Background: an optimization exercise with open tools, aiming at small area, a short achievable clock period and few clock cycles. Do not read the settings as production practice.
Function was checked by simulation only, so behaviour that the tests miss may differ from the original.
Power is estimated from default activity; no workload was simulated.

==> flow/design.v, too long to show whole: its modules and the start of the top module <==
// module milestone1: 703 lines
module milestone1(
   input  logic        clock,
   input  logic        resetn,
   input  logic [15:0] SRAM_read_data,
   output logic [17:0] SRAM_address,
   output logic [15:0] SRAM_write_data,
   output logic        SRAM_we_n,
   input  logic        M1_start,
   output logic        M1_end
);
  // ...
==> flow/run.sh <==
#!/bin/bash
# synth_recipe.tcl (not shown) runs the flow's synth.tcl, then flattens the netlist and writes it again
# the make line also repeats each setting of config.mk as NAME=value (left out here)
make -C /OpenROAD-flow-scripts/flow DESIGN_CONFIG=/design/flow/config.mk WORK_HOME=/design/flow/orfs CLKGATE_MAP_FILE= SYNTH_SCRIPT=/design/flow/synth_recipe.tcl finish
==> flow/config.mk <==
export PLATFORM = sky130hd
export DESIGN_NAME = milestone1
export DESIGN_NICKNAME = milestone1
export VERILOG_FILES = /design/flow/design.v
export SDC_FILE = /design/flow/constraint.sdc
export NUM_CORES = 4
export LEC_CHECK = 0
export CAP_MARGIN = 20
export CORE_MARGIN = 2
export CORE_UTILIZATION = 40
export SLEW_MARGIN = 20
==> flow/constraint.sdc <==
create_clock -name core_clock -period 11.0 [get_ports {clock}]
set_input_delay 2.2000 -clock core_clock [delete_from_list [all_inputs] [get_ports {clock}]]
set_output_delay 2.2000 -clock core_clock [all_outputs]
set_load 0.01 [all_outputs]
==> out/qor.tcl, run 1 <==
set qor(run_status) {finished clean}
set qor(routed_wirelength_mm) 51.7
set qor(design_area_um2) 25500
set qor(hpwlAfterDp_mm) 39.9
set qor(setup_repair_after_global_routing_missed_its_margin) {false}
set qor(boundaryPins) 55
set qor(sw_frac_of_total_pct) 28.1
set qor(clock.fmax_ghz) 0.220
set qor(clock_pin_slew_reported_for_the_worst_setup_and_hold_paths_after_clock_tree_synthesis_ns) 0.06
set qor(drt-initial-drc-count) 939
set qor(buf_share_pct) 2.36
set qor(critical-path-top-delay-family) {adder cells}
set qor(length_of_routed_met2_wiring_mm) 24.1
set qor(met3_length_mm) 2.38
set qor(cell_with_the_biggest_individual_delay_on_the_critical_path) {sky130_fd_sc_hd__fa_1}
set qor(layout.cells.most_common) {sky130_fd_sc_hd__inv_1}
set qor(worst_slew_margin_rel_pct) 26.0
set qor(buffer_type_at_the_clock_tree_root) {sky130_fd_sc_hd__clkbuf_16}
set qor(drive_gt1_share_pct) 7.69
set qor(crit_path_max_fanout) 3
set qor(biggestRegsByFlops) {win: 88 flops, SRAM_address: 18 flops, waddr: 18 flops}
set qor(sequential_cell_total) 368
set qor(placed_cell_area_um2) 24100
set qor(cp_slowest_stage_delay_ns) 0.54
set qor(number_of_setup_buffers_added_after_cts) 0
set qor(synth.yosys.seq_area_share_pct) 39.6
set qor(ir_worst_vdd_mv) 0.121
set qor(timing.clock.skew_ns) 0.0105
set qor(largest_reg_flops) 88
set qor(required_ns) 11.43
set qor(top_signal_layer_used) {met4}
set qor(layout.area.top_class) {multi-input gates}
set qor(viasPerCell) 5.00
set qor(detailedRoute.firstPassIterationCount) 5
set qor(layout.cells.most_common_list) {sky130_fd_sc_hd__inv_1 (335), sky130_fd_sc_hd__ha_1 (219), sky130_fd_sc_hd__fa_1 (187), sky130_fd_sc_hd__dfxtp_1 (166), sky130_fd_sc_hd__edfxtp_1 (120)}
set qor(netSwitchingPower_mw) 1.01
set qor(cts_tree) {done}
set qor(finalSetupViolations) 0
set qor(die_area_um2) 58800
set qor(synth_seq_cells) 368
set qor(gr-max-usage-layer) {met2}
Testbench counts, summed over its fixed seeds: cycles 1,170,732.
==> inputs of run 2 (changes only) <==
--- a/flow/design.v
+++ b/flow/design.v
@@ -7,30 +7,33 @@
    output logic [17:0] SRAM_address,
    output logic [15:0] SRAM_write_data,
    output logic        SRAM_we_n,
    input  logic        M1_start,
    output logic        M1_end
 );
 logic [4:0]  t;
 logic        run;
+logic        st;          
 logic [6:0]  gr;          
 logic [15:0] yaddr;       
-logic [14:0] caddr;       
 logic [17:0] waddr;       
 wire last_grp = (gr == 7'd79);
-wire img_done = yaddr[15] & yaddr[12] & yaddr[10] & yaddr[9];  
+wire g78      = (gr == 7'd78);
+wire img_done = yaddr[15] & yaddr[12] & yaddr[10] & yaddr[9] & yaddr[1];  
 logic [7:0]  win [1:11];   
 logic [7:0]  st_u, st_v;   
 logic [7:0]  yl;           
 logic [8:0]  cu;           
 logic [7:0]  py;           
 logic [8:0]  pu, pv;
 logic [7:0]  h1, h2;       
-wire [7:0] tp0 = win[1], tp1 = win[3], tp2 = win[5], tp3 = win[7], tp4 = win[9], tp5 = win[11];
+wire clamp5 = last_grp && (t <= 5'd1);
+wire [7:0] tp0 = win[1], tp1 = win[3], tp2 = win[5], tp3 = win[7], tp4 = win[9];
+wire [7:0] tp5 = clamp5 ? win[9] : win[11];
 wire [8:0] s1 = tp2 + tp3;
 wire [8:0] s3 = tp1 + tp4;
 wire [8:0] s5 = tp0 + tp5;
 wire [10:0] pu3 = {2'b00, pu} + {1'b0, pu, 1'b0};
 wire [10:0] pv3 = {2'b00, pv} + {1'b0, pv, 1'b0};
 wire ip_w1 = s1[0] ^ s1[2];
 wire ip_w2 = s1[0] & s1[2];
 wire ip_w3 = s1[1] ^ s1[3];
@@ -608,44 +611,43 @@
 wire ub_w118 = (pu[7] & 1'b1) | (pu[7] & ub_w72) | (1'b1 & ub_w72);
 wire [26:0] ub_a = {1'b1, pu[8], ub_w117, ub_w115, ub_w113, ub_w111, ub_w109, ub_w107, ub_w105, ub_w103, ub_w101, ub_w99, ub_w97, ub_w95, ub_w93, ub_w91, ub_w89, ub_w87, ub_w85, ub_w83, ub_w81, ub_w79, ub_w77, ub_w75, 1'b1, pu3[1], pu3[0]};
 wire [26:0] ub_b = {1'b0, ub_w118, ub_w116, ub_w114, ub_w112, ub_w110, ub_w108, ub_w106, ub_w104, ub_w102, ub_w100, ub_w98, ub_w96, ub_w94, ub_w92, ub_w90, ub_w88, ub_w86, ub_w84, ub_w82, ub_w80, ub_w78, ub_w76, ub_w74, ub_w73, 1'b0, 1'b0};
 wire [12:0] ub_lo = {1'b0, ub_a[11:0]} + {1'b0, ub_b[11:0]};
 logic [14:0] ub_ha, ub_hb; logic ub_c;
 always_ff @(posedge clock) begin ub_ha <= ub_a[26:12]; ub_hb <= ub_b[26:12]; ub_c <= ub_lo[12]; end
 wire [14:0] ub_s = ub_ha + ub_hb + {14'd0, ub_c};
 wire [7:0] ub8 = ub_s[14] ? 8'd0 : (|ub_s[13:12]) ? 8'd255 : ub_s[11:4];
-wire t_we    = (t <= 5'd4) || (t == 5'd9) || (t == 5'd10);
-wire t_yrd   = (t == 5'd5) || (t == 5'd8) || (t == 5'd23) || (t == 5'd26);
-wire t_urd   = (t == 5'd6) || (t == 5'd11) || (t == 5'd19) || (t == 5'd24);
-wire t_vrd   = (t == 5'd7) || (t == 5'd12) || (t == 5'd20) || (t == 5'd25);
-wire t_le    = (t == 5'd1) || (t == 5'd8) || (t == 5'd26);
+wire t_we    = !st && ((t <= 5'd4) || (t == 5'd9));
+wire t_yrd   = (t == 5'd5) || (t == 5'd8 && !(st && g78)) || (t == 5'd14);
+wire t_crd   = (t == 5'd6) || (t == 5'd7) || (t == 5'd10) || (t == 5'd11) || (t == 5'd15);
+wire t_le    = (t == 5'd1) || (t == 5'd8);
 logic sh, sh_bus, sh_stu, sh_stv;    
 always_comb begin
    sh = 1'b0; sh_bus = 1'b0; sh_stu = 1'b0; sh_stv = 1'b0;
    case (t)
-      5'd0:  begin sh = 1'b1; sh_bus = (gr < 7'd78); end
-      5'd4:  begin sh = 1'b1; sh_stu = (gr != 7'd78); end
-      5'd7:  begin sh = 1'b1; sh_stv = (gr != 7'd78); end
-      5'd9:  begin sh = 1'b1; sh_bus = (gr != 7'd77) && (gr != 7'd78); end
-      5'd14, 5'd15, 5'd22, 5'd23, 5'd27: begin sh = 1'b1; sh_bus = 1'b1; end
-      5'd16, 5'd17, 5'd18, 5'd19: sh = 1'b1;
-      5'd20, 5'd24: begin sh = 1'b1; sh_stu = 1'b1; end
-      5'd21, 5'd25: begin sh = 1'b1; sh_stv = 1'b1; end
+      5'd0:  begin sh = 1'b1; sh_bus = !g78; end
+      5'd1, 5'd2, 5'd3: sh = last_grp;
+      5'd4:  begin sh = 1'b1; sh_stu = !g78 && !last_grp; end
+      5'd7:  begin sh = 1'b1; sh_stv = !g78; end
+      5'd9:  begin sh = 1'b1; sh_bus = (gr != 7'd77); end
+      5'd13, 5'd14: begin sh = 1'b1; sh_bus = 1'b1; end
+      5'd10, 5'd15: begin sh = 1'b1; sh_stu = 1'b1; end
+      5'd11: begin sh = 1'b1; sh_stv = 1'b1; end
       default: ;
    endcase
 end
 wire [7:0] sh_in = sh_bus ? SRAM_read_data[15:8] : sh_stu ? st_u : sh_stv ? st_v : win[10];
 always_ff @(posedge clock) begin
    if (sh) begin
       for (int i = 1; i < 11; i++) win[i] <= win[i+1];
       win[11] <= sh_in;
    end
-   if ((t == 5'd9) || (t == 5'd14) || (t == 5'd22) || (t == 5'd27)) st_u <= SRAM_read_data[7:0];
-   if ((t == 5'd0) || (t == 5'd15) || (t == 5'd23)) st_v <= SRAM_read_data[7:0];
+   if ((t == 5'd9) || (t == 5'd13)) st_u <= SRAM_read_data[7:0];
+   if ((t == 5'd0) || (t == 5'd14)) st_v <= SRAM_read_data[7:0];
    cu <= ival;
    yl <= SRAM_read_data[7:0];
    if (t_le) begin
       py <= SRAM_read_data[15:8];
       pu <= {win[4][7], ~win[4][7], win[4][6:0]};
       pv <= {win[5][7], ~win[5][7], win[5][6:0]};
    end else begin
       py <= yl;
@@ -656,50 +658,59 @@
    h2 <= ub8;
    case (t)
       5'd0, 5'd3: SRAM_write_data <= {ur8, ug8};
       5'd1, 5'd4: SRAM_write_data <= {h1, ur8};
       5'd2, 5'd5, 5'd10: SRAM_write_data <= {h1, h2};
       default: ;
    endcase
 end
+logic [16:0] cbase;
+always_comb begin
+   case (t)
+      5'd6:    cbase = g78 ? (st ? 17'd38400 : 17'd38401) : 17'd38402;
+      5'd7:    cbase = g78 ? (st ? 17'd57600 : 17'd57601) : 17'd57602;
+      5'd10:   cbase = 17'd38401;
+      5'd11:   cbase = 17'd57601;
+      default: cbase = 17'd38402;
+   endcase
+end
+wire [17:0] caddr = {3'b000, yaddr[15:1]} + {1'b0, cbase};
+wire fin = (t == 5'd0) && img_done;    
 always_ff @(posedge clock or negedge resetn) begin
    if (!resetn) begin
-      t <= 5'd11;
+      t <= 5'd6;
       run <= 1'b0;
-      gr <= 7'd79;
+      st <= 1'b1;
+      gr <= 7'd78;
       yaddr <= 16'd0;
-      caddr <= 15'd0;
       waddr <= 18'd146944;
-      SRAM_address <= 18'd0;
       SRAM_we_n <= 1'b1;
       M1_end <= 1'b0;
    end else if (!run) begin
       SRAM_we_n <= 1'b1;
       if (M1_start && !M1_end) run <= 1'b1;
    end else begin
-      if (t == 5'd11 && last_grp && img_done) begin
+      if (fin) begin
          run <= 1'b0;
          M1_end <= 1'b1;
       end
-      if (t == 5'd9 || t == 5'd27) begin
+      if (t == 5'd9) begin
          t <= 5'd0;
          gr <= last_grp ? 7'd0 : gr + 7'd1;
+         if (last_grp) st <= 1'b0;
       end else if (t == 5'd4)
          t <= last_grp ? 5'd10 : 5'd5;
+      else if (t == 5'd15)
+         t <= 5'd7;
       else
          t <= t + 5'd1;
-      SRAM_we_n <= ~t_we;
-      if (t_we) begin
-         SRAM_address <= waddr;
-         waddr <= waddr + 18'd1;
-      end else if (t_yrd) begin
-         SRAM_address <= {2'b00, yaddr};
-         yaddr <= yaddr + 16'd1;
-      end else if (t_urd)
-         SRAM_address <= 18'd38400 + caddr;
-      else if (t_vrd)
-         SRAM_address <= 18'd57600 + caddr;
-      if ((t == 5'd12) || (t == 5'd20) || (t == 5'd25) || (t == 5'd7 && gr != 7'd77 && gr != 7'd78))
-         caddr <= caddr + 15'd1;
+      SRAM_we_n <= ~t_we | fin;
+      if (t_we) waddr <= waddr + 18'd1;
+      if (t_yrd) yaddr <= yaddr + 16'd1;
    end
 end
+always_ff @(posedge clock) begin
+   if (t_we)       SRAM_address <= waddr;
+   else if (t_yrd) SRAM_address <= {2'b00, yaddr};
+   else            SRAM_address <= caddr;
+end
 endmodule
==> run 2 against run 1 <==
Clock skew grew 0.015 ns; worst hold slack gained 0.0010 ns; sequential share of layout area is essentially flat; critical endpoint is now ip_ha[3].
==> out/qor.tcl, run 2 <==
set qor(run_status) {finished clean} ;# unchanged
set qor(synth_top_cells_by_area) {sky130_fd_sc_hd__fa_1 (17%), sky130_fd_sc_hd__dfxtp_1 (17%), sky130_fd_sc_hd__edfxtp_1 (17%), sky130_fd_sc_hd__ha_1 (13%), sky130_fd_sc_hd__inv_1 (5.8%)} ;# was sky130_fd_sc_hd__fa_1 (16%), sky130_fd_sc_hd__edfxtp_1 (16%), sky130_fd_sc_hd__dfxtp_1 (15%), sky130_fd_sc_hd__ha_1 (12%), sky130_fd_sc_hd__dfrtp_1 (7.4%)
set qor(fp.dieH_um) 236 ;# was 242 um
set qor(max_cap_viol_count) 0 ;# unchanged
set qor(cp.arrival_ns) 6.66 ;# was 4.98 ns
set qor(biggestRegsByFlops) {win: 88 flops, SRAM_address: 18 flops, waddr: 18 flops} ;# unchanged
set qor(drt-initial-drc-count) 742 ;# was 939
set qor(largest_reg_flops) 88 ;# unchanged
set qor(critical-path-top-delay-family) {adder cells} ;# unchanged
set qor(ir_worst_vdd_mv) 0.118 ;# was 0.121 mV
set qor(die_area_um2) 55600 ;# was 58800 um^2
set qor(via_count_of_the_first_global_routing_pass) 14000 ;# was 15200
set qor(timing.final.crit_period_ns) 6.22 ;# was 4.55 ns
set qor(most_flop_heavy_register) {win} ;# unchanged
set qor(post-layout-total-power_mw) 3.42 ;# was 3.62 mW
set qor(clk-insertion-delay-late_ns) 0.56 ;# about the same
set qor(postSynthCellCount) 1893 ;# was 2035
set qor(avgSynthCellArea_um2) 11.4 ;# was 11.2 um^2
set qor(wire_per_inst_um) 17.3 ;# was 17.9 um
set qor(synth_seq_cells) 354 ;# was 368
set qor(synth.net_count) 2328 ;# was 2460
set qor(route.antenna.remaining_nets) 0 ;# unchanged
set qor(layout.cells.non_filler) 2693 ;# was 2889
set qor(grt_start_max_net_pins) 89 ;# unchanged
set qor(overflow) 0 ;# unchanged
set qor(layout.cells.most_common) {sky130_fd_sc_hd__inv_1} ;# unchanged
set qor(leakage_power_nw) 11.1 ;# was 11.5 nW
set qor(number_of_setup_buffers_added_after_cts) 0 ;# unchanged
set qor(tritoncts_num_sinks) 354 ;# was 368
set qor(fp-row-count) 84 ;# was 87
set qor(crit_path_end_kind) {flop} ;# unchanged
set qor(required_ns) 11.44 ;# was 11.43 ns
set qor(drv_slew) 0 ;# unchanged
set qor(cts_hold_buffers) 0 ;# unchanged
set qor(routed_wirelength_mm) 46.7 ;# was 51.7 mm
set qor(worst_setup_path_class) {flop to flop} ;# unchanged
set qor(drive_gt1_share_pct) 7.68 ;# was 7.69%
set qor(synth_area_um2) 21500 ;# was 22700 um^2
set qor(post-route-period-util_pct) 56.5 ;# was 41.3%
set qor(clock.fmax_ghz) 0.161 ;# was 0.220 GHz
set qor(antenna_found_initial) 2 ;# was 0
set qor(asyncSetResetFlopFracSynth_pct) 14.1 ;# was 22.3%
set qor(power.density_cell_area_nw_per_um2) 141 ;# was 142 nW/um^2
set qor(finalSetupViolations) 0 ;# unchanged
set qor(worst_path_cell_trace) {nand2b_1 > nor3_2 > nand2_1 > nor4_1 > o21ai_1 > mux2_2 > ha_1 > a21o_1 > a21o_1 > a21o_1 > a21oi_1 > o21bai_1 > a21oi_1 > xor2_1 > ha_1 > fa_1 > fa_1 > inv_1 > fa_1} ;# was ha_1 > inv_1 > fa_1 > nor2b_1 > o21ai_0 > a21boi_0 > o21ai_0 > a21boi_0 > o21ai_0 > nor2b_1 > fa_1 > inv_1 > fa_1 > fa_1 > inv_1 > fa_1
set qor(chip_width_um) 236 ;# was 242 um
set qor(timing.clock.skew_ns) 0.0259 ;# was 0.0105 ns
set qor(dp.cells) 2618 ;# was 2813
set qor(setup.worst_path.start_class) {flop} ;# unchanged
set qor(synth-edff-count) 120 ;# unchanged
set qor(place.gp.congestion) 0.892 ;# was 0.901
set qor(final_util_pct) 45.8 ;# was 45.3%
set qor(worst_slew_margin_rel_pct) 28.1 ;# was 26.0%
set qor(io_buffers) 54 ;# unchanged
set qor(postCtsResizedCells) 0 ;# unchanged
set qor(cell_with_the_biggest_individual_delay_on_the_critical_path) {sky130_fd_sc_hd__xor2_1} ;# was sky130_fd_sc_hd__fa_1
set qor(hpwlAfterDp_mm) 36.8 ;# was 39.9 mm
set qor(totalNegativeSetupSlack_ns) 0 ;# unchanged
set qor(core-area_um2) 52900 ;# was 56300 um^2
set qor(post-route-drc-count) 0 ;# unchanged
set qor(layout.cells.most_common_list) {sky130_fd_sc_hd__inv_1 (334), sky130_fd_sc_hd__ha_1 (229), sky130_fd_sc_hd__fa_1 (187), sky130_fd_sc_hd__dfxtp_1 (184), sky130_fd_sc_hd__edfxtp_1 (120)} ;# was sky130_fd_sc_hd__inv_1 (335), sky130_fd_sc_hd__ha_1 (219), sky130_fd_sc_hd__fa_1 (187), sky130_fd_sc_hd__dfxtp_1 (166), sky130_fd_sc_hd__edfxtp_1 (120)
set qor(synth.yosys.seq_area_share_pct) 39.8 ;# was 39.6%
set qor(finalNetCount) 2408 ;# was 2526
set qor(fillerInstances) 4825 ;# was 5198
set qor(dr_total_vias) 13300 ;# was 14500
set qor(initial_core_util_pct) 40.7 ;# was 40.4%
set qor(wire_length_of_the_first_global_routing_pass_mm) 76.6 ;# was 83.1 mm
set qor(finalHoldViolations) 0 ;# unchanged
set qor(cts_htree_levels) 2 ;# unchanged
set qor(detailedRoute.firstPassIterationCount) 5 ;# unchanged
set qor(clock_pin_slew_reported_for_the_worst_setup_and_hold_paths_after_clock_tree_synthesis_ns) 0.06 ;# about the same
set qor(synth_largest_area_cell) {sky130_fd_sc_hd__fa_1} ;# unchanged
set qor(timing_worst_slew_pin_value_ns) 1.08 ;# was 1.11 ns
set qor(cts_tree) {done} ;# unchanged
set qor(buffer_type_at_the_clock_tree_root) {sky130_fd_sc_hd__clkbuf_16} ;# unchanged
set qor(postSynth.topFlopCell) {sky130_fd_sc_hd__dfxtp_1} ;# unchanged
set qor(path_buf_inv) 1 ;# was 3
set qor(antenna_cells_inserted) 0 ;# unchanged
set qor(cp_slowest_stage_delay_ns) 0.60 ;# was 0.54 ns
set qor(synth_top_area_share_pct) 17.4 ;# was 16.5%
set qor(setup_repair_after_global_routing_missed_its_margin) {false} ;# unchanged
set qor(viasPerCell) 4.95 ;# was 5.00
set qor(syn2layout_area_growth_pct) 12.7 ;# was 12.1%
set qor(cts_buffer_depth) 3 ;# unchanged
set qor(track_usage_pct) 17.5 ;# was 18.0%
set qor(synth.lib_cells_used.distinct) 69 ;# was 88
set qor(min-delay-path-class) {flop to flop} ;# unchanged
set qor(boundaryPins) 55 ;# unchanged
set qor(synth_common_cells) {sky130_fd_sc_hd__inv_1 (334), sky130_fd_sc_hd__ha_1 (229), sky130_fd_sc_hd__fa_1 (187), sky130_fd_sc_hd__dfxtp_1 (184), sky130_fd_sc_hd__edfxtp_1 (120)} ;# was sky130_fd_sc_hd__inv_1 (335), sky130_fd_sc_hd__ha_1 (219), sky130_fd_sc_hd__fa_1 (187), sky130_fd_sc_hd__dfxtp_1 (166), sky130_fd_sc_hd__edfxtp_1 (120)
set qor(crit_path_max_fanout) 8 ;# was 3
set qor(synth_warnings) 2 ;# unchanged
set qor(yosysMostFrequentCell) {sky130_fd_sc_hd__inv_1} ;# unchanged
set qor(cts_made_buffers) 40 ;# was 42
run 2: cells by family after synthesis:
logic type	count (synthesis)	synth area share (%)
AO/OA/AOI/OAI	311	9.55
adder cells (fa/ha/maj)	417	30.8
flip-flops	354	39.8
XOR/XNOR	111	4.52
multiplexers	59	3.00
buffers and inverters	358	6.33
AND/OR/NAND/NOR	283	6.06
run 2: final timing paths:
check	start	endpoint	slack [ns]	cells past startpoint
max	gr[6]	ip_ha[3]	4.78	19
min	win[6][2]	win[5][2]	0.42	0
max reg2reg	gr[6]	ip_ha[3]	4.78	19
min reg2reg	win[6][2]	win[5][2]	0.42	0
max in group asynchronous	resetn	waddr[16]	8.79	2
min in group asynchronous	resetn	waddr[2]	1.76	2
run 2: final cells by class:
class | count | area, um^2 | area share, %
repair buffers | 61 | 592 | 2.44
multi-input cells | 1181 | 11600 | 47.9
inverters | 335 | 1260 | 5.19
clock inverters | 18 | 205 | 0.847
flip-flops and latches | 354 | 8560 | 35.3
clock buffers | 56 | 1150 | 4.77
well taps | 688 | 861 | 3.55
run 2: where the power goes:
part / internal, mW / switching, mW
registers: 1.44 / 0.0335
clock network: 0.813 / 0.544
logic: 0.252 / 0.344
run 2: per-stage QoR:
step / instance area [um^2] / hold slack, ns / setup slack (ns)
after floorplan: 21500 / 0.400 / 5.58
after global placement: 22900 / 0.401 / 4.93
after detailed placement: 22900 / 0.405 / 4.80
after CTS: 24200 / 0.415 / 4.80
after global routing: 24200 / 0.424 / 4.41
final: 24200 / 0.416 / 4.78
run 2: metal layers:
| metal | share of wire, % | up-vias | track usage, % |
|---|---|---|---|
| met5 | 0 | - | 0 |
| met4 | 2.0 | 0 | 4.77 |
| met3 | 4.7 | 51 | 2.90 |
| met2 | 46 | 270 | 28.2 |
| met1 | 47 | 6545 | 24.3 |
| li1 | - | 6454 | - |
Testbench counts of run 2, summed over its fixed seeds: cycles 1,157,880.

-- what the ideal ports hide --
No port has a modelled driver above. Below, the same layouts with a new extraction and two added sets of constraints. Step 1 (the two cells are an assumption about what drives the block):
set clk [get_ports {clock}]
set_driving_cell -lib_cell sky130_fd_sc_hd__clkbuf_16 $clk
set_driving_cell -lib_cell sky130_fd_sc_hd__buf_2 [delete_from_list [all_inputs] $clk]
Step 2 also shifts input and output timing later by t, the mid clock arrival at the registers, as if the neighbouring blocks saw the same clock. Three values: no drivers, after step 1, after step 2; two values: the first two.
| run | t, ns | slack for setup (ns) | hold slack, ns | latest minus earliest clock arrival (ns) |
|---|---|---|---|---|
| run 1 | 0.611 | 6.454 / 6.454 / 6.454 | 0.415 / 0.415 / 0.415 | 0.013 / 0.013 |
| run 2 | 0.607 | 4.780 / 4.780 / 4.780 | 0.416 / 0.416 / 0.416 | 0.027 / 0.026 |
After both steps setup and hold are still met in every run listed.
